What follows belongs to an exercise in optimizing a design on an open flow for small area; a production flow would make more cautious choices. Only simulation tests tie the RTL to the original design; equivalence was not proved. No driver is modelled on the clock port, so clocking that relies on it looks cheaper here than on a real chip. No activity file was given, so power comes from the tool's default toggle rates.

==> flow/design.v, too long to show whole: its modules and the start of the top module <==
// module mfcc_dct: 1545 lines
module mfcc_dct(
    input         clk,
    input         rst,
    input  [15:0] in_data,
    input         in_valid,
    output        c0_valid,
    output [31:0] c0_data,
    output        c1_valid,
    output [31:0] c1_data,
    output        c2_valid,
    output [31:0] c2_data,
    output        c3_valid,
    output [31:0] c3_data,
    output        c4_valid,
    output [31:0] c4_data,
    output        c5_valid,
    output [31:0] c5_data,
    output        c6_valid,
    output [31:0] c6_data,
    output        c7_valid,
    output [31:0] c7_data,
    output        c8_valid,
    output [31:0] c8_data,
    output        c9_valid,
    output [31:0] c9_data,
    output        c10_valid,
    output [31:0] c10_data,
    output        c11_valid,
    output [31:0] c11_data,
    output        c12_valid,
    output [31:0] c12_data
    );
  // ...
==> flow/flow/run.sh <==
#!/bin/bash
# Own flow: the standard layout (standard.sh: standard synthesis, floorplan, placement,
# CTS, routing) with two changes passed to ORFS through its own variables:
#  - the port buffers that buffer_ports inserts are sky130_fd_sc_hd__buf_1 (ORFS otherwise picks
#    clkdlybuf4s50_1, 10 um2 each); every port still gets its buffer;
#  - clock_tree_synthesis runs without dummy loads.
set -euo pipefail
cd "$(dirname "$0")/.."
export BUFFER_PORTS_ARGS="-buffer_cell sky130_fd_sc_hd__buf_1"
export CTS_ARGS="-sink_clustering_enable -repair_clock_nets -dont_use_dummy_load -buf_list sky130_fd_sc_hd__clkbuf_16 -sink_clustering_size 30 -sink_clustering_max_diameter 60"
bash standard.sh > standard_flow.log 2>&1
==> flow/standard.sh <==
#!/bin/bash
# synth_recipe.tcl (not shown) runs the flow's synth.tcl, then flattens the netlist and writes it again
# the make line also repeats each setting of config.mk as NAME=value (left out here)
make -C /OpenROAD-flow-scripts/flow DESIGN_CONFIG=/design/flow/config.mk WORK_HOME=/design/flow/orfs CLKGATE_MAP_FILE= SYNTH_SCRIPT=/design/flow/synth_recipe.tcl "${@:-finish}"
==> flow/config.mk <==
export PLATFORM = sky130hd
export DESIGN_NAME = mfcc_dct
export DESIGN_NICKNAME = mfcc_dct
export VERILOG_FILES = /design/flow/design.v
export SDC_FILE = /design/flow/constraint.sdc
export NUM_CORES = 4
export LEC_CHECK = 0
export ABC_AREA = 1
export CAP_MARGIN = 20
export CORE_MARGIN = 2
export CORE_UTILIZATION = 65
export CTS_BUF_LIST = sky130_fd_sc_hd__clkbuf_16
export CTS_CLUSTER_DIAMETER = 60
export CTS_CLUSTER_SIZE = 30
export PLACE_DENSITY = 0.75
export SLEW_MARGIN = 20
==> flow/constraint.sdc <==
create_clock -name core_clock -period 10.0 [get_ports {clk}]
set_input_delay 2.0000 -clock core_clock [delete_from_list [all_inputs] [get_ports {clk}]]
set_output_delay 2.0000 -clock core_clock [all_outputs]
set_load 0.01 [all_outputs]
==> results.sh, run 1 <==
export IMPL_route_detailed_drc=0
export IMPL_cp_end_kind="register"
export IMPL_antenna_cells=3
export IMPL_hold_viol=0
export IMPL_die_area_um2=119000
export IMPL_powerClk_uw=4420
export IMPL_final_nonclk_buf_share_pct=2.88
export IMPL_top_layer="met5"
export IMPL_p_int_uw=12600
export IMPL_synthMuxAreaShare_pct=0.437
export IMPL_synthAdderAreaFrac_pct=9.38
export IMPL_peakVddDrop_mv=0.217
export IMPL_die_w_um=345
export IMPL_p_leak_uw=0.0322
export IMPL_syn_area_um2=75700
export IMPL_status="complete, no violations"
export IMPL_seq_share_pct=62.5
export IMPL_cp_endpoint="u1[15]"
export IMPL_ys_ff_latch=2325
export IMPL_cp_arrival_ns=9.68
export IMPL_comb_power_share_pct=14.9
export IMPL_yosys_area_top_type="dfxtp_1"
export IMPL_yosysSeqAreaShare_pct=65.6
export IMPL_crit_type="register to register"
export IMPL_grt_overflow=0
export IMPL_p_switching_uw=4630
export IMPL_dp_cells=7819
export IMPL_maxClockFrequency_mhz=108
export IMPL_synth_top_family_by_area="adder cells"
export IMPL_top_power_group="registers"
export IMPL_initial_utilization_pct=65.3
export IMPL_gr_usage_all_layers_pct=28.2
export IMPL_pg_comb_uw=2570
export IMPL_clkLatencyLatePin_ns=0.75
export IMPL_p_seq_share_pct=59.4
export IMPL_postRouteAntennaNets=0
==> inputs of run 2 (changes only) <==
--- a/flow/design.v
+++ b/flow/design.v
@@ -90,25 +90,25 @@
     wire [16:0] qhv = (rp == 2'd0) ? qv0 : (rp == 2'd1) ? qv1 : qv2;
     reg        b1, b2;           
     reg [3:0]  k1, k2;           
     reg [16:0] u1, v1, u2, v2;
     reg [1:0]  j1, j2;           
     reg [3:0]  ocnt;             
     wire f1 = ~b1 | (k1 == 4'd12);
     wire f2 = ~b2 | (k2 == 4'd12);
-    wire       have = (qn != 2'd0) | nv;
-    wire [16:0] hu = (qn != 2'd0) ? qhu : nu;
-    wire [16:0] hv = (qn != 2'd0) ? qhv : nvv;
+    wire       have = (qn != 2'd0);    
+    wire [16:0] hu = qhu;
+    wire [16:0] hv = qhv;
     wire [2:0]  hj = dj;
     wire ld1 = have & f1 & hj[0];    
     wire ld2 = have & f2 & ~hj[0];   
     wire disp = ld1 | ld2;
-    wire deq = disp & (qn != 2'd0);
-    wire enq = nv & ~(disp & (qn == 2'd0));
+    wire deq = disp;
+    wire enq = nv;
     always @(posedge clk) begin
         if (rst) begin
             qn <= 2'd0;
             wp <= 2'd0;
             rp <= 2'd0;
             dj <= 3'd7;
             b1 <= 1'b0;
             b2 <= 1'b0;
==> results.sh, run 2 <==
export IMPL_gr_usage_all_layers_pct=28.2
export IMPL_hold_viol=0
export IMPL_synth_ff_type="dfxtp_1"
export IMPL_synth_edff_count=310
export IMPL_layout_setup_ws_ns=0.681
export IMPL_slew_headroom_pct=20.0
export IMPL_synthArstFlopShare_pct=0
export IMPL_cp_arrival_ns=9.91
export IMPL_ys_ff_latch=2325
export IMPL_tritoncts="done"
export IMPL_vias=43100
export IMPL_cp_end_kind="register"
export IMPL_grt_pass1_wl_mm=249
export IMPL_num_io_pins=448
export IMPL_fin_crit_ns=9.32
export IMPL_regArea_um2=49700
export IMPL_area_growth_pct=5.16
export IMPL_slew_viol_final=0
export IMPL_drive_gt1_share_pct=4.86
export IMPL_dr_pass1_iters=8
export IMPL_hpwl_mm=119
export IMPL_syn_area_um2=75200
export IMPL_die_w_um=344
export IMPL_placed_cell_area_um2=76400
export IMPL_period_share_pct=93.2
export IMPL_cts_clk_slew_worst_paths_ns=0.10
export IMPL_setup_tns_ns=0
export IMPL_fin_skew_ns=0.100
export IMPL_hold_class="register to register"
export IMPL_cpMaxStageDelayCell="edfxtp_1"
export IMPL_final_common_cell="dfxtp_1"
export IMPL_core_area_um2=115000
export IMPL_worst_pin_slew_ns=1.18
export IMPL_initial_utilization_pct=65.6
export IMPL_p_leak_uw=0.0325
export IMPL_maxClockFrequency_mhz=107
export IMPL_n_fill_cell=8034
export IMPL_route_detailed_drc=0
export IMPL_cts_sinks=2325
export IMPL_crit_type="register to register"
export IMPL_yosys_area_top_type="dfxtp_1"
export IMPL_hold_depth=0
export IMPL_peakVddDrop_mv=0.908
export IMPL_p_switching_uw=11700
export IMPL_power_density_nw_per_um2=371
export IMPL_synth_area_per_cell_um2=12.0
export IMPL_final_cell_mix="2,011 x dfxtp_1, 709 x nand2_1, 556 x inv_1"
export IMPL_drtIter0Drc=4441
export IMPL_yosysTopAreaCellShare_pct=53.7
export IMPL_wl_per_cell_um=21.4
export IMPL_viasPerCell=5.46
export IMPL_grt_pass1_vias=41600
export IMPL_crit_required_ns=10.59
export IMPL_yosysSeqAreaShare_pct=66.1
export IMPL_netSwitchingFraction_pct=39.7
export IMPL_ys_top_cells_by_area="dfxtp_1 54%, edfxtp_1 12%, fa_1 7.3%"
export IMPL_stdcell_area_um2=79000
export IMPL_rr_worst_depth=38
export IMPL_worstPathMaxFanout=19
export IMPL_antenna_cells=0
export IMPL_comb_power_share_pct=47.5
export IMPL_die_h_um=344
export IMPL_antenna_found_initial=8
export IMPL_p_clk_share_pct=15.4
export IMPL_synth_top_cells_by_count="2,015 x dfxtp_1, 709 x nand2_1, 560 x inv_1"
export IMPL_place_gp_congestion=0.953
export IMPL_setup_violations=0
export IMPL_place_ws_ns=0.461
export IMPL_grt_overflow=0
export IMPL_ys_types=67
export IMPL_top_regs="rD1 x403, rD2 x403"
export IMPL_grt_setup_unrepaired="no"
export IMPL_rows=124
export IMPL_post_cts_setup_buffers=0
export IMPL_postRouteAntennaNets=0
export IMPL_status="complete, no violations"
export IMPL_drt_wl_total_mm=169
export IMPL_die_area_um2=118000
export IMPL_cts_buffers=107
export IMPL_cap_violations=0
export IMPL_yosys_cell_count_top_type="dfxtp_1"
export IMPL_layout_nets=6803
export IMPL_multi_input_area_um2=20200
export IMPL_cp_slowest_stage_delay_ns=0.55
export IMPL_crit_top_cell="fa_1"
export IMPL_syn_inst=6249
export IMPL_synth_warning_count=6
export IMPL_clkLatencyLatePin_ns=0.72
export IMPL_critical_path_startpoint_type="register"
export IMPL_grt_max_degree=78
export IMPL_p_int_uw=17700
export IMPL_io_buffer_count=446
export IMPL_p_seq_share_pct=37.1
[run 2: cell types whose count changed in the layout (fill, tap and decap cells not counted), sizes merged, moves of 6 or more]
cell	previous run	this run
inv	605	582
a22o	9	16
xor2	235	229
a21oi	273	264
nand3	65	86
nand2	690	724
a22oi	24	6
xnor2	48	55
a221oi	41	10
[run 2: per-layer routing]
layer	part of all wire, %	GRT usage (%)	vias up
met3	7.9	4.28	299
met5	0.033	0.321	-
met4	3.6	10.0	2
li1	-	-	20000
met1	44	41.7	20900
met2	44	42.6	1890
[run 2: worst paths after layout]
path,from,end,slack [ns]
worst max-delay path,j1[1],rA[1][29],0.68
worst min-delay path,rC2[10][15],rC2[11][15],0.27
worst max register to register,j1[1],rA[1][29],0.68
worst min register to register,rC2[10][15],rC2[11][15],0.27
[run 2: what timing repair did]
| action | 4_1_cts | 5_1_grt |
|---|---|---|
| hold buffers | 0 | 0 |
| gates resized for setup | 0 | 1 |
| setup endpoints to repair | 0 | 4 |
[run 2: cell families after synthesis]
kind of cell | count (synthesis) | synth area share (%)
flip-flops | 2325 | 66.1
buffers and inverters | 1105 | 7.14
AO/OA/AOI/OAI | 1074 | 8.01
AND/OR/NAND/NOR | 1024 | 5.59
adder cells (fa/ha/maj) | 402 | 9.44
XOR/XNOR | 284 | 3.31
multiplexers | 34 | 0.459
other | 1 | 0.00499
[run 2: worst max-delay path: cells and delay by family, from the launching register on]
family / cells / cell delay, ns
adders and majority gates: 12 / 5.09
and+or+nand+nor: 10 / 1.64
buffers and inverters: 8 / 0.94
AOI/OAI and AO/OA: 6 / 0.74
DFF: 1 / 0.55
xor gates and xnor gates: 2 / 0.29
[run 2: metrics by stage]
step	hold slack [ns]	cells	total power [uW]	util (%)
2_1_floorplan	0.310	6249	21400	-
3_5_place_dp	0.312	7785	25000	66.7
6_report	0.273	7892	29300	69.0
3_3_place_gp	0.310	7785	24500	66.7
5_1_grt	0.270	7892	31500	69.0
4_1_cts	0.269	7892	29400	69.0
[run 2: power groups by stage]
stage / Sequential (uW) / Combinational (uW) / Clock (uW)
2_1_floorplan: 10800 / 10600 / 0
3_3_place_gp: 11000 / 13400 / 0
3_5_place_dp: 11100 / 13900 / 0
4_1_cts: 10900 / 14000 / 4580
5_1_grt: 10900 / 15700 / 4860
6_report: 10900 / 13900 / 4510
[run 2: layout make-up]
class | count | share of cell area (%)
inverters | 597 | 2.85
flip-flops and latches | 2325 | 62.8
multi-input cells | 2819 | 25.6
well taps | 1512 | 2.39
clock buffers | 107 | 3.39
repair buffers | 532 | 2.93
==> inputs of run 3 (changes only) <==
--- a/flow/flow/run.sh
+++ b/flow/flow/run.sh
@@ -7,5 +7,5 @@
 set -euo pipefail
 cd "$(dirname "$0")/.."
 export BUFFER_PORTS_ARGS="-buffer_cell sky130_fd_sc_hd__buf_1"
-export CTS_ARGS="-sink_clustering_enable -repair_clock_nets -dont_use_dummy_load -buf_list sky130_fd_sc_hd__clkbuf_16 -sink_clustering_size 30 -sink_clustering_max_diameter 60"
+export CTS_ARGS="-sink_clustering_enable -repair_clock_nets -dont_use_dummy_load -buf_list sky130_fd_sc_hd__clkbuf_16 -sink_clustering_size 34 -sink_clustering_max_diameter 70"
 bash standard.sh > standard_flow.log 2>&1
==> results.sh, run 3 <==
export IMPL_status="complete, no violations"
export IMPL_yosysTopAreaCellShare_pct=53.7
export IMPL_place_gp_congestion=0.953
export IMPL_drt_wl_total_mm=168
export IMPL_syn_inst=6249
export IMPL_ys_types=67
export IMPL_worstPathMaxFanout=19
export IMPL_num_io_pins=448
export IMPL_cts_buffers=92
export IMPL_fin_skew_ns=0.0902
export IMPL_route_detailed_drc=0
export IMPL_die_w_um=344
export IMPL_period_share_pct=92.9
export IMPL_r2r_setup_slack_ns=0.71
export IMPL_power_density_nw_per_um2=370
export IMPL_wl_per_cell_um=21.4
export IMPL_clkLatencyLatePin_ns=0.70
export IMPL_final_common_cell="dfxtp_1"
export IMPL_rows=124
export IMPL_crit_type="register to register"
export IMPL_slew_headroom_pct=20.9
export IMPL_hpwl_mm=119
export IMPL_yosys_area_top_type="dfxtp_1"
export IMPL_cpMaxStageDelayCell="edfxtp_1"
export IMPL_cp_slowest_stage_delay_ns=0.54
export IMPL_cp_end_kind="register"
export IMPL_stdcell_area_um2=78700
export IMPL_crit_required_ns=10.58
export IMPL_fin_crit_ns=9.29
export IMPL_top_regs="rD1 x403, rD2 x403"
export IMPL_drtIter0Drc=4632
export IMPL_dr_pass1_iters=8
export IMPL_slew_viol_final=0
export IMPL_die_area_um2=118000
export IMPL_tritoncts="done"
export IMPL_drive_gt1_share_pct=4.63
export IMPL_yosysSeqAreaShare_pct=66.1
export IMPL_postRouteAntennaNets=0
export IMPL_worst_pin_slew_ns=1.16
export IMPL_critical_path_startpoint_type="register"
export IMPL_synth_top_cells_by_count="2,015 x dfxtp_1, 709 x nand2_1, 560 x inv_1"
export IMPL_place_ws_ns=0.461
export IMPL_hold_class="register to register"
export IMPL_grt_pass1_vias=41400
export IMPL_crit_top_cell="fa_1"
export IMPL_synth_warning_count=6
export IMPL_yosys_cell_count_top_type="dfxtp_1"
export IMPL_setup_tns_ns=0
export IMPL_gr_usage_all_layers_pct=28.1
export IMPL_syn_area_um2=75200
export IMPL_final_cell_mix="2,011 x dfxtp_1, 709 x nand2_1, 556 x inv_1"
export IMPL_io_buffer_count=446
export IMPL_die_h_um=344
export IMPL_core_area_um2=115000
export IMPL_maxClockFrequency_mhz=108
export IMPL_grt_overflow=0
export IMPL_layout_setup_ws_ns=0.711
export IMPL_synthArstFlopShare_pct=0
export IMPL_viasPerCell=5.46
export IMPL_peakVddDrop_mv=0.874
export IMPL_synth_area_per_cell_um2=12.0
export IMPL_grt_pass1_wl_mm=248
export IMPL_cp_arrival_ns=9.87
export IMPL_cts_sinks=2325
export IMPL_synth_edff_count=310
export IMPL_area_growth_pct=4.66
export IMPL_ys_ff_latch=2325
export IMPL_setup_violations=0
export IMPL_layout_nets=6788
export IMPL_cts_clk_slew_worst_paths_ns=0.11
export IMPL_p_leak_uw=0.0323
export IMPL_antenna_found_initial=6
export IMPL_utilization_pct=68.7
export IMPL_placed_cell_area_um2=76400
export IMPL_initial_utilization_pct=65.6
export IMPL_cap_violations=0
export IMPL_ys_top_cells_by_area="dfxtp_1 54%, edfxtp_1 12%, fa_1 7.3%"
export IMPL_grt_max_degree=78
export IMPL_grt_setup_unrepaired="no"
export IMPL_hold_viol=0
export IMPL_vias=43000
export IMPL_synth_ff_type="dfxtp_1"
## run 3: cell counts after synthesis
Identical to the previous run, type by type.
## run 3: path summary, 6_finish.rpt
| kind | to | cells past startpoint | from |
|---|---|---|---|
| setup / recovery | rA[1][29] | 38 | j1[1] |
| hold / removal | rD1[6][0] | 0 | rD1[5][0] |
| setup reg to reg | rA[1][29] | 38 | j1[1] |
| hold reg to reg | rD1[6][0] | 0 | rD1[5][0] |
## run 3: report_power, final
part           switching (uW)  internal, uW
Combinational            8580          5390
Clock                    2560          1660
Sequential                496         10400
## run 3: per-layer routing
| layer | vias up | GRT usage, % | wire (um) |
|---|---|---|---|
| li1 | 19900 | - | - |
| met1 | 20900 | 41.6 | 74900 |
| met2 | 1835 | 42.3 | 73900 |
| met3 | 330 | 4.50 | 13100 |
| met4 | 4 | 10.3 | 6440 |
| met5 | - | 0 | 28 |
## run 3: kinds of logic (layout without fill, tap and decap cells)
kind of cell	count (synthesis)	count (layout)	share of synthesized area, %
buf+inv	1105	1221	7.14
other cells	1	2	0.00499
simple gates	1024	1024	5.59
xor+xnor	284	284	3.31
compound gates	1074	1074	8.01
flops	2325	2325	66.1
fa+ha+maj	402	402	9.44
mux	34	34	0.459
## run 3: metrics by stage
| step | instances | power [uW] | hold WS, ns |
|---|---|---|---|
| global route | 7877 | 31200 | 0.262 |
| floorplan | 6249 | 21400 | 0.310 |
| detailed placement | 7785 | 25000 | 0.312 |
| CTS | 7877 | 29200 | 0.267 |
| finish | 7878 | 29100 | 0.264 |
| global placement | 7785 | 24500 | 0.310 |
## run 3: timing repair
action,4_1_cts,5_1_grt
setup endpoints to repair,0,3
hold buffers,0,0
buffers inserted,0,0
gates resized for setup,0,1
## run 3: cell type report
| class | instances | area (um^2) |
|---|---|---|
| inverter | 597 | 2250 |
| multi-input combinational | 2819 | 20200 |
| timing repair buffer | 532 | 2320 |
| clock buffer | 92 | 2300 |
| sequential | 2325 | 49700 |
| antenna | 1 | 2.50 |
| fill | 8081 | 35800 |
| tap | 1512 | 1890 |
## run 3: worst max-delay path: cells and delay by family (launching register included)
family | cells | cell delay [ns]
adders and majority gates | 12 | 5.09
and+or+nand+nor | 10 | 1.65
buffers and inverters | 8 | 0.91
AOI/OAI and AO/OA | 6 | 0.73
DFF | 1 | 0.54
xor gates and xnor gates | 2 | 0.29
==> inputs of run 4 (changes only) <==
==> flow/config.mk (replaced) <==
export PLATFORM = sky130hd
export DESIGN_NAME = mfcc_dct
export DESIGN_NICKNAME = mfcc_dct
export VERILOG_FILES = /design/flow/design.v
export SDC_FILE = /design/flow/constraint.sdc
export NUM_CORES = 4
export LEC_CHECK = 0
export ABC_AREA = 1
export CAP_MARGIN = 20
export CORE_MARGIN = 2
export CORE_UTILIZATION = 72
export PLACE_DENSITY = 0.82
export SLEW_MARGIN = 20
==> results.sh, run 4 <==
export IMPL_slew_headroom_pct=16.1
export IMPL_tritoncts="done"
export IMPL_crit_type="register to register"
export IMPL_cp_slowest_stage_delay_ns=0.56
export IMPL_ys_top_cells_by_area="dfxtp_1 54%, edfxtp_1 12%, fa_1 7.3%"
export IMPL_die_w_um=327
export IMPL_crit_start="j1[1]"
export IMPL_power_uw=30100
export IMPL_dr_pass1_iters=7
export IMPL_place_ws_ns=0.520
export IMPL_die_area_um2=107000
export IMPL_die_h_um=327
export IMPL_synthArstFlopShare_pct=0
export IMPL_maxClockFrequency_mhz=107
export IMPL_grt_setup_unrepaired="no"
export IMPL_path_buf_inv=8
export IMPL_final_common_cell="dfxtp_1"
export IMPL_cp_end_kind="register"
export IMPL_setup_tns_ns=0
export IMPL_grt_max_degree=101
export IMPL_hold_viol=0
export IMPL_hold_class="register to register"
export IMPL_p_leak_uw=0.0323
export IMPL_layout_setup_ws_ns=0.662
export IMPL_io_buffer_count=446
export IMPL_yosys_area_top_type="dfxtp_1"
export IMPL_power_density_nw_per_um2=383
export IMPL_n_fill_cell=6116
export IMPL_cts_sinks=2325
export IMPL_crit_required_ns=10.58
export IMPL_cts_clk_slew_worst_paths_ns=0.11
export IMPL_synth_top_cells_by_count="2,015 x dfxtp_1, 709 x nand2_1, 560 x inv_1"
export IMPL_layout_nets=6786
export IMPL_r2r_end="rA[1][29]"
export IMPL_fin_skew_ns=0.102
export IMPL_setup_violations=0
export IMPL_cp_depth=39
export IMPL_period_share_pct=93.4
export IMPL_clkLatencyLatePin_ns=0.73
export IMPL_cap_violations=0
export IMPL_gr_usage_all_layers_pct=34.2
export IMPL_syn_inst=6249
export IMPL_place_gp_congestion=0.946
export IMPL_critical_path_startpoint_type="register"
export IMPL_regArea_um2=49700
export IMPL_core_area_um2=103000
export IMPL_critPathTopFamily="adder cells"
export IMPL_cp_endpoint="rA[1][29]"
export IMPL_grt_overflow=0
export IMPL_multi_input_area_um2=20300
export IMPL_final_cell_mix="2,012 x dfxtp_1, 709 x nand2_1, 556 x inv_1"
export IMPL_synth_edff_count=310
export IMPL_num_io_pins=448
export IMPL_synth_warning_count=6
export IMPL_worstReg2RegStart="j1[1]"
export IMPL_drtIter0Drc=5804
export IMPL_post_cts_setup_buffers=0
export IMPL_r2r_setup_slack_ns=0.66
export IMPL_yosysTopAreaCellShare_pct=53.7
export IMPL_top_regs="rD1 x403, rD2 x403"
export IMPL_route_detailed_drc=0
export IMPL_crit_top_cell="fa_1"
export IMPL_rr_worst_depth=39
export IMPL_worstPathMaxFanout=15
export IMPL_rows=118
export IMPL_peakVddDrop_mv=0.914
export IMPL_slew_viol_final=0
export IMPL_area_growth_pct=4.37
export IMPL_wl_per_cell_um=23.8
export IMPL_yosysSeqAreaShare_pct=66.1
export IMPL_vias=45200
export IMPL_synth_ff_type="dfxtp_1"
export IMPL_yosys_cell_count_top_type="dfxtp_1"
export IMPL_drive_gt1_share_pct=4.70
export IMPL_cts_buffers=88
export IMPL_ys_types=67
export IMPL_cpMaxStageDelayCell="edfxtp_1"
export IMPL_status="complete, no violations"
export IMPL_cp_arrival_ns=9.92
export IMPL_ys_ff_latch=2325
export IMPL_fin_crit_ns=9.34
export IMPL_viasPerCell=5.83
export IMPL_syn_area_um2=75200
export IMPL_grt_pass1_wl_mm=272
export IMPL_worst_pin_slew_ns=1.23
export IMPL_hpwl_mm=126
export IMPL_initial_utilization_pct=72.6
export IMPL_antenna_found_initial=10
export IMPL_drt_wl_total_mm=184
export IMPL_grt_pass1_vias=44500
export IMPL_postRouteAntennaNets=0
export IMPL_synth_area_per_cell_um2=12.0
==> run 4: worst min-delay path by stage <==
| stage | cells past startpoint | slack (ns) | endpoint | from |
|---|---|---|---|---|
| after CTS | 0 | 0.28 | rA[0][28] | rA[12][28] |
| after floorplan | 0 | 0.31 | rA[0][0] | rA[12][0] |
| after global placement | 0 | 0.31 | rD1[5][13] | rD1[4][13] |
| after detailed placement | 0 | 0.31 | rC2[2][7] | rC2[1][7] |
| after global routing | 0 | 0.28 | rA[8][14] | rA[7][14] |
| final | 0 | 0.28 | rA[0][28] | rA[12][28] |
==> run 4: stage by stage <==
step	utilization (%)	instances	instance area [um^2]	hold slack [ns]
6_report	75.8	7746	78500	0.283
5_1_grt	75.8	7743	78400	0.279
4_1_cts	75.8	7743	78400	0.280
3_5_place_dp	73.6	7655	76200	0.312
3_3_place_gp	73.6	7655	76200	0.310
2_1_floorplan	-	6249	75200	0.310
==> run 4: repair_timing <==
item                                   CTS  global route
hold buffers                             0             0
setup endpoints to repair                0             3
resized for setup                        0             2
endpoints found under the hold margin    0             0
==> run 4: metal layers <==
| layer | vias to the layer above | wire, um | GRT usage (%) |
|---|---|---|---|
| met5 | - | 27 | 0 |
| met4 | 4 | 10000 | 16.5 |
| met3 | 597 | 18200 | 6.53 |
| met2 | 2700 | 82500 | 52.3 |
| met1 | 21900 | 73500 | 47.6 |
| li1 | 20000 | - | - |
==> run 4: power breakdown <==
| group | internal (uW) | switching, uW |
|---|---|---|
| logic | 5520 | 9500 |
| registers | 10400 | 478 |
| clock network | 1590 | 2600 |
| total | 17500 | 12600 |
==> run 4: layout make-up <==
| cell class | instances | share of cell area, % |
|---|---|---|
| antenna | 3 | 0.00957 |
| clock buffer | 88 | 2.81 |
| inverter | 597 | 2.87 |
| multi-input combinational | 2819 | 25.8 |
| sequential | 2325 | 63.3 |
| tap | 1380 | 2.20 |
| timing repair buffer | 534 | 2.98 |
==> run 4: worst register-to-register path: cells and delay by family (launching register included) <==
kind,cells,cell delay (ns)
flip-flops,1,0.56
AO/OA/AOI/OAI,8,1.12
XOR/XNOR,2,0.36
AND/OR/NAND/NOR,10,1.56
buffers and inverters,8,0.96
adder cells (fa/ha/maj),11,4.67
==> run 4: cells by family after synthesis <==
| logic type | Yosys count | share of synthesized area, % |
|---|---|---|
| muxes | 34 | 0.459 |
| adders and majority gates | 402 | 9.44 |
| buffers and inverters | 1105 | 7.14 |
| other | 1 | 0.00499 |
| and+or+nand+nor | 1024 | 5.59 |
| xor gates and xnor gates | 284 | 3.31 |
| AOI/OAI and AO/OA | 1074 | 8.01 |
| DFF | 2325 | 66.1 |
==> inputs of run 5 (changes only) <==
--- a/flow/flow/run.sh
+++ b/flow/flow/run.sh
@@ -7,5 +7,5 @@
 set -euo pipefail
 cd "$(dirname "$0")/.."
 export BUFFER_PORTS_ARGS="-buffer_cell sky130_fd_sc_hd__buf_1"
-export CTS_ARGS="-sink_clustering_enable -repair_clock_nets -dont_use_dummy_load -buf_list sky130_fd_sc_hd__clkbuf_16 -sink_clustering_size 34 -sink_clustering_max_diameter 70"
+export CTS_ARGS="-sink_clustering_enable -repair_clock_nets -dont_use_dummy_load -buf_list sky130_fd_sc_hd__clkbuf_16 -tree_buf sky130_fd_sc_hd__clkbuf_8 -sink_clustering_size 30 -sink_clustering_max_diameter 60"
 bash standard.sh > standard_flow.log 2>&1
--- a/flow/config.mk
+++ b/flow/config.mk
@@ -8,6 +8,9 @@
 export ABC_AREA = 1
 export CAP_MARGIN = 20
 export CORE_MARGIN = 2
-export CORE_UTILIZATION = 72
-export PLACE_DENSITY = 0.82
+export CORE_UTILIZATION = 65
+export CTS_BUF_LIST = sky130_fd_sc_hd__clkbuf_16
+export CTS_CLUSTER_DIAMETER = 60
+export CTS_CLUSTER_SIZE = 30
+export PLACE_DENSITY = 0.75
 export SLEW_MARGIN = 20
==> results.sh, run 5 <==
export IMPL_grt_pass1_wl_mm=249
export IMPL_worst_pin_slew_ns=1.18
export IMPL_status="complete, no violations"
export IMPL_route_detailed_drc=0
export IMPL_initial_utilization_pct=65.6
export IMPL_synthAdderAreaFrac_pct=9.44
export IMPL_top_regs="rD1 x403, rD2 x403"
export IMPL_cts_resized=0
export IMPL_ys_types=67
export IMPL_p_leak_uw=0.0325
export IMPL_cts_sinks=2325
export IMPL_syn_area_um2=75200
export IMPL_critPathTopFamily="adder cells"
export IMPL_yosys_area_top_type="dfxtp_1"
export IMPL_vias=43100
export IMPL_yosys_cell_count_top_type="dfxtp_1"
export IMPL_wl_per_cell_um=21.4
export IMPL_cpMaxStageDelayCell="edfxtp_1"
export IMPL_cp_depth=38
export IMPL_setup_violations=0
export IMPL_place_gp_congestion=0.953
export IMPL_synth_xor_area_share_pct=3.31
export IMPL_synth_edff_count=310
export IMPL_ys_top_cells_by_area="dfxtp_1 54%, edfxtp_1 12%, fa_1 7.3%"
export IMPL_synth_compound_area_share_pct=8.01
export IMPL_slew_viol_final=0
export IMPL_post_cts_setup_buffers=0
export IMPL_power_density_nw_per_um2=371
export IMPL_place_ws_ns=0.461
export IMPL_cts_clk_slew_worst_paths_ns=0.10
export IMPL_grt_util_met2_pct=42.6
export IMPL_gr_usage_all_layers_pct=28.2
export IMPL_cts_hold_fix_buffers=0
export IMPL_fin_crit_ns=9.32
export IMPL_crit_top_cell="fa_1"
export IMPL_synth_top_cells_by_count="2,015 x dfxtp_1, 709 x nand2_1, 560 x inv_1"
export IMPL_path_buf_inv=8
export IMPL_io_buffer_count=446
export IMPL_dr_pass1_iters=8
export IMPL_synthSimpleGateAreaFrac_pct=5.59
export IMPL_met3_usage_pct=4.28
export IMPL_grt_setup_unrepaired="no"
export IMPL_power_uw=29300
export IMPL_maxClockFrequency_mhz=107
export IMPL_layout_setup_ws_ns=0.681
export IMPL_num_io_pins=448
export IMPL_antenna_found_initial=8
export IMPL_grt_pass1_vias=41600
export IMPL_postRouteAntennaNets=0
export IMPL_crit_start="j1[1]"
export IMPL_tritoncts="done"
export IMPL_rows=124
export IMPL_synth_ff_type="dfxtp_1"
export IMPL_critical_path_startpoint_type="register"
export IMPL_global_route_usage_met1_pct=41.7
export IMPL_die_w_um=344
export IMPL_r2r_setup_slack_ns=0.68
export IMPL_cp_end_kind="register"
export IMPL_hpwl_mm=119
export IMPL_die_area_um2=118000
export IMPL_slew_headroom_pct=20.0
export IMPL_cp_arrival_ns=9.91
export IMPL_utilization_pct=69.0
export IMPL_peakVddDrop_mv=0.908
export IMPL_area_growth_pct=5.16
export IMPL_synth_top_family_by_area="adder cells"
export IMPL_cts_buffers=107
export IMPL_syn_inst=6249
export IMPL_worstPathMaxFanout=19
export IMPL_drt_wl_total_mm=169
export IMPL_grt_overflow=0
export IMPL_worstReg2RegStart="j1[1]"
export IMPL_drtIter0Drc=4441
export IMPL_drive_gt1_share_pct=4.86
export IMPL_r2r_end="rA[1][29]"
export IMPL_viasPerCell=5.46
export IMPL_synthArstFlopShare_pct=0
export IMPL_clkLatencyLatePin_ns=0.72
export IMPL_cp_slowest_stage_delay_ns=0.55
export IMPL_yosysSeqAreaShare_pct=66.1
export IMPL_cap_violations=0
export IMPL_synth_area_per_cell_um2=12.0
export IMPL_crit_required_ns=10.59
export IMPL_final_common_cell="dfxtp_1"
export IMPL_period_share_pct=93.2
export IMPL_antenna_cells=0
export IMPL_synth_warning_count=6
export IMPL_rr_worst_depth=38
export IMPL_top_usage_layer="met2"
export IMPL_ys_ff_latch=2325
export IMPL_die_h_um=344
export IMPL_layout_nets=6803
export IMPL_hold_viol=0
export IMPL_setup_tns_ns=0
export IMPL_core_area_um2=115000
export IMPL_stdcell_area_um2=79000
export IMPL_final_cell_mix="2,011 x dfxtp_1, 709 x nand2_1, 556 x inv_1"
export IMPL_hold_class="register to register"
export IMPL_grt_max_degree=78
export IMPL_placed_cell_area_um2=76400
export IMPL_synthMuxAreaShare_pct=0.459
export IMPL_fin_skew_ns=0.100
export IMPL_crit_type="register to register"
export IMPL_yosysTopAreaCellShare_pct=53.7
export IMPL_cp_endpoint="rA[1][29]"
-- run 5: cell counts after synthesis --
Identical to the previous run, type by type.
-- run 5: layout make-up --
type	instances	area [um^2]
inverter	597	2250
sequential	2325	49700
clock buffer	107	2680
multi-input combinational	2819	20200
fill	8034	35500
timing repair buffer	532	2320
tap	1512	1890
-- run 5: power by group --
part           total [uW]  switching (uW)  internal (uW)
combinational       13900            8550           5380
clock                4510            2610           1900
sequential          10900             497          10400
-- run 5: worst reg2reg max path: cells and delay by family (launching register included) --
family / cells / cell delay [ns]
fa+ha+maj: 12 / 5.09
simple gates: 10 / 1.64
buf+inv: 8 / 0.94
compound gates: 6 / 0.74
flops: 1 / 0.55
xor+xnor: 2 / 0.29
-- run 5: worst min path at each step --
stage / start / end / cells after the start
after floorplan: rA[12][0] / rA[0][0] / 0
after global placement: rD2[1][5] / rD2[2][5] / 0
after detailed placement: rC1[5][25] / rC1[6][25] / 0
after CTS: rC2[10][15] / rC2[11][15] / 0
after global routing: rC2[10][15] / rC2[11][15] / 0
final: rC2[10][15] / rC2[11][15] / 0
-- run 5: through the flow --
step / instances / hold WS (ns)
2_1_floorplan: 6249 / 0.310
3_3_place_gp: 7785 / 0.310
3_5_place_dp: 7785 / 0.312
4_1_cts: 7892 / 0.269
5_1_grt: 7892 / 0.270
6_report: 7892 / 0.273
-- run 5: cells by family after synthesis --
kind of cell             after synthesis
AND/OR/NAND/NOR                     1024
buffers and inverters               1105
multiplexers                          34
XOR/XNOR                             284
flip-flops                          2325
AO/OA/AOI/OAI                       1074
other                                  1
adder cells (fa/ha/maj)              402
-- run 5: routing by layer --
metal | part of all wire [%] | vias up
met5 | 0.033 | -
met1 | 44 | 20900
met2 | 44 | 1890
met3 | 7.9 | 299
li1 | - | 20000
met4 | 3.6 | 2
==> inputs of run 6 (changes only) <==
==> flow/flow/run.sh (replaced) <==
#!/bin/bash
# Own flow: the standard layout (standard.sh: standard synthesis, floorplan, placement,
# CTS, routing) with these changes passed to ORFS through its own variables:
#  - the port buffers that buffer_ports inserts are sky130_fd_sc_hd__buf_1 (ORFS otherwise picks
#    clkdlybuf4s50_1, 10 um2 each); every port still gets its buffer;
#  - clock_tree_synthesis: clkbuf_16 sink clusters of up to 30 registers within 60 um, and no
#    dummy loads.
set -euo pipefail
cd "$(dirname "$0")/.."
export REMOVE_ABC_BUFFERS=1
export BUFFER_PORTS_ARGS="-buffer_cell sky130_fd_sc_hd__buf_1"
export CTS_ARGS="-sink_clustering_enable -repair_clock_nets -dont_use_dummy_load -buf_list sky130_fd_sc_hd__clkbuf_16 -sink_clustering_size 30 -sink_clustering_max_diameter 60"
bash standard.sh > standard_flow.log 2>&1
--- a/flow/config.mk
+++ b/flow/config.mk
@@ -9,8 +9,6 @@
 export CAP_MARGIN = 20
 export CORE_MARGIN = 2
 export CORE_UTILIZATION = 65
-export CTS_BUF_LIST = sky130_fd_sc_hd__clkbuf_16
-export CTS_CLUSTER_DIAMETER = 60
-export CTS_CLUSTER_SIZE = 30
+export GPL_TIMING_DRIVEN = 0
 export PLACE_DENSITY = 0.75
 export SLEW_MARGIN = 20
==> results.sh, run 6 <==
export IMPL_status="complete, no violations"
export IMPL_cap_violations=0
export IMPL_p_seq_share_pct=36.7
export IMPL_synthMuxAreaShare_pct=0.459
export IMPL_postRouteAntennaNets=0
export IMPL_final_cell_mix="2,010 x dfxtp_1, 706 x nand2_1, 554 x inv_1"
export IMPL_drtIter0Drc=3892
export IMPL_drive_gt1_share_pct=5.22
export IMPL_hpwl_mm=110
export IMPL_worstPathMaxFanout=27
export IMPL_synth_warning_count=6
export IMPL_final_common_cell="dfxtp_1"
export IMPL_io_buffer_count=446
export IMPL_die_h_um=344
export IMPL_yosysTopAreaCellShare_pct=53.7
export IMPL_num_io_pins=448
export IMPL_viasPerCell=5.40
export IMPL_layout_nets=6785
export IMPL_crit_type="register to register"
export IMPL_fin_hold_ws_ns=0.220
export IMPL_cts_buffers=108
export IMPL_setup_violations=0
export IMPL_initial_utilization_pct=65.6
export IMPL_p_leak_uw=0.0326
export IMPL_place_gp_congestion=0.960
export IMPL_gr_usage_all_layers_pct=26.4
export IMPL_cts_clk_slew_worst_paths_ns=0.10
export IMPL_synthSimpleGateAreaFrac_pct=5.59
export IMPL_synth_area_per_cell_um2=12.0
export IMPL_peakVddDrop_mv=0.588
export IMPL_utilization_pct=69.5
export IMPL_cp_end_kind="register"
export IMPL_power_density_nw_per_um2=369
export IMPL_die_area_um2=118000
export IMPL_ys_top_cells_by_area="dfxtp_1 54%, edfxtp_1 12%, fa_1 7.3%"
export IMPL_grt_pass1_wl_mm=238
export IMPL_yosys_area_top_type="dfxtp_1"
export IMPL_yosys_cell_count_top_type="dfxtp_1"
export IMPL_clkLatencyLatePin_ns=0.74
export IMPL_period_share_pct=95.8
export IMPL_synth_edff_count=310
export IMPL_yosysSeqAreaShare_pct=66.1
export IMPL_tritoncts="done"
export IMPL_layout_setup_ws_ns=0.424
export IMPL_hold_viol=0
export IMPL_cts_sinks=2325
export IMPL_syn_area_um2=75200
export IMPL_p_clk_share_pct=15.4
export IMPL_synthArstFlopShare_pct=0
export IMPL_ys_types=67
export IMPL_netSwitchingFraction_pct=39.5
export IMPL_slew_viol_final=0
export IMPL_cpMaxStageDelayCell="fa_1"
export IMPL_route_detailed_drc=0
export IMPL_hold_depth=0
export IMPL_fin_skew_ns=0.101
export IMPL_vias=42500
export IMPL_syn_inst=6249
export IMPL_critical_path_startpoint_type="register"
export IMPL_ys_ff_latch=2325
export IMPL_grt_pass1_vias=41400
export IMPL_synth_compound_area_share_pct=8.01
export IMPL_p_int_uw=17800
export IMPL_cp_arrival_ns=9.97
export IMPL_area_growth_pct=5.94
export IMPL_synth_ff_type="dfxtp_1"
export IMPL_regArea_um2=49700
export IMPL_die_w_um=344
export IMPL_p_switching_uw=11600
export IMPL_core_area_um2=115000
export IMPL_crit_top_cell="fa_1"
export IMPL_synth_top_cells_by_count="2,015 x dfxtp_1, 709 x nand2_1, 560 x inv_1"
export IMPL_n_fill_cell=7962
export IMPL_antenna_found_initial=3
export IMPL_multi_input_area_um2=20500
export IMPL_maxClockFrequency_mhz=104
export IMPL_crit_required_ns=10.40
export IMPL_top_regs="rD1 x403, rD2 x403"
export IMPL_synthAdderAreaFrac_pct=9.44
export IMPL_dr_pass1_iters=6
export IMPL_place_ws_ns=-0.873
export IMPL_synth_xor_area_share_pct=3.31
export IMPL_fin_crit_ns=9.58
export IMPL_rr_worst_depth=26
export IMPL_hold_class="register to register"
export IMPL_worst_pin_slew_ns=1.21
export IMPL_wl_per_cell_um=20.0
export IMPL_synth_top_family_by_area="adder cells"
export IMPL_slew_headroom_pct=16.8
export IMPL_cp_slowest_stage_delay_ns=0.52
export IMPL_drt_wl_total_mm=157
export IMPL_comb_power_share_pct=47.9
export IMPL_grt_overflow=0
export IMPL_grt_max_degree=92
export IMPL_rows=124
export IMPL_power_uw=29400
run 6: metal layers:
metal / track usage (%) / share of wire (%) / vias up
li1: - / - / 20000
met1: 37.0 / 43 / 20500
met2: 42.2 / 46 / 1670
met3: 4.44 / 7.3 / 331
met4: 8.61 / 3.3 / 2
met5: 0 / 0.0083 / -
run 6: metrics by stage:
step,cells,setup TNS [ns],cell area (um^2)
4_1_cts,7859,0,79500
3_5_place_dp,7748,-13.04,76700
6_report,7875,0,79600
3_3_place_gp,7699,-1351.56,75600
2_1_floorplan,5741,0,72000
5_1_grt,7874,-0.000582,79600
run 6: cells by family (layout without fill, tap and decap cells):
family | count (synthesis) | in the layout
adder cells (fa/ha/maj) | 402 | 402
AO/OA/AOI/OAI | 1074 | 1074
flip-flops | 2325 | 2325
other | 1 | 2
buffers and inverters | 1105 | 1217
AND/OR/NAND/NOR | 1024 | 1025
multiplexers | 34 | 34
XOR/XNOR | 284 | 284
run 6: path summary, 6_finish.rpt:
check	from	end	slack [ns]
setup reg to reg	n[2]	qu1[15]	0.42
setup / recovery	n[2]	qu1[15]	0.42
hold reg to reg	rA[6][1]	rA[7][1]	0.22
hold / removal	rA[6][1]	rA[7][1]	0.22
run 6: layout make-up:
cell class | count | area share (%)
well taps | 1512 | 2.38
clock buffers | 108 | 3.39
repair buffers | 512 | 3.29
inverters | 597 | 2.86
multi-input cells | 2820 | 25.7
flip-flops and latches | 2325 | 62.4
diodes | 1 | 0.00314
run 6: power by group through the flow:
stage | combinational, uW | clock (uW) | sequential [uW]
2_1_floorplan | 9760 | 0 | 10800
3_3_place_gp | 13500 | 0 | 11000
6_report | 14100 | 4520 | 10800
5_1_grt | 15800 | 4920 | 10800
4_1_cts | 14100 | 4610 | 10800
3_5_place_dp | 13900 | 0 | 11000
run 6: critical path, delay by kind of cell (launching register included):
kind / cells / cell delay, ns
adder cells (fa/ha/maj): 17 / 7.13
AND/OR/NAND/NOR: 3 / 0.67
buffers and inverters: 4 / 0.60
flip-flops: 1 / 0.50
AO/OA/AOI/OAI: 2 / 0.34
run 6: repair_timing:
item,CTS,global route
pin swaps,2,3
hold buffers,0,0
gates resized for setup,9,10
setup buffers,2,15
setup endpoints to repair,34,19
gates cloned,1,0

==> what the ideal ports hide <==
The results above use ideal ports. As a check the final layouts listed here were re-extracted and re-timed, cells and wires unchanged. Step 1 (the two cells are an assumption about what drives the block):
set clk [get_ports {clk}]
set_driving_cell -lib_cell sky130_fd_sc_hd__clkbuf_16 $clk
set_driving_cell -lib_cell sky130_fd_sc_hd__buf_2 [delete_from_list [all_inputs] $clk]
Step 2 times the ports against the registers' clock, not the clock port: input delays grow and output delays shrink by t, the midpoint of the rising clock arrivals with the driver on. Three values: ideal, step 1, step 2; two values: the first two.
run	t (ns)	slack for setup (ns)	slew at the worst register clock pin (ns)	pins driven straight from the clock port
run 1	0.765	0.707 / 0.707 / 0.081	0.11 / 0.11	1
run 2	0.749	0.681 / 0.681 / 0.466	0.11 / 0.11	1
run 3	0.742	0.711 / 0.711 / 0.489	0.12 / 0.12	1
run 4	0.757	0.662 / 0.662 / 0.511	0.12 / 0.12	1
run 5	0.749	0.681 / 0.681 / 0.466	0.11 / 0.11	1
run 6	0.762	0.424 / 0.424 / 0.166	0.11 / 0.11	1
After both steps every run listed still meets setup and hold. The setup slack of run 1, which loses most, moves by 0.000 ns with the drivers and by -0.626 ns with both steps.
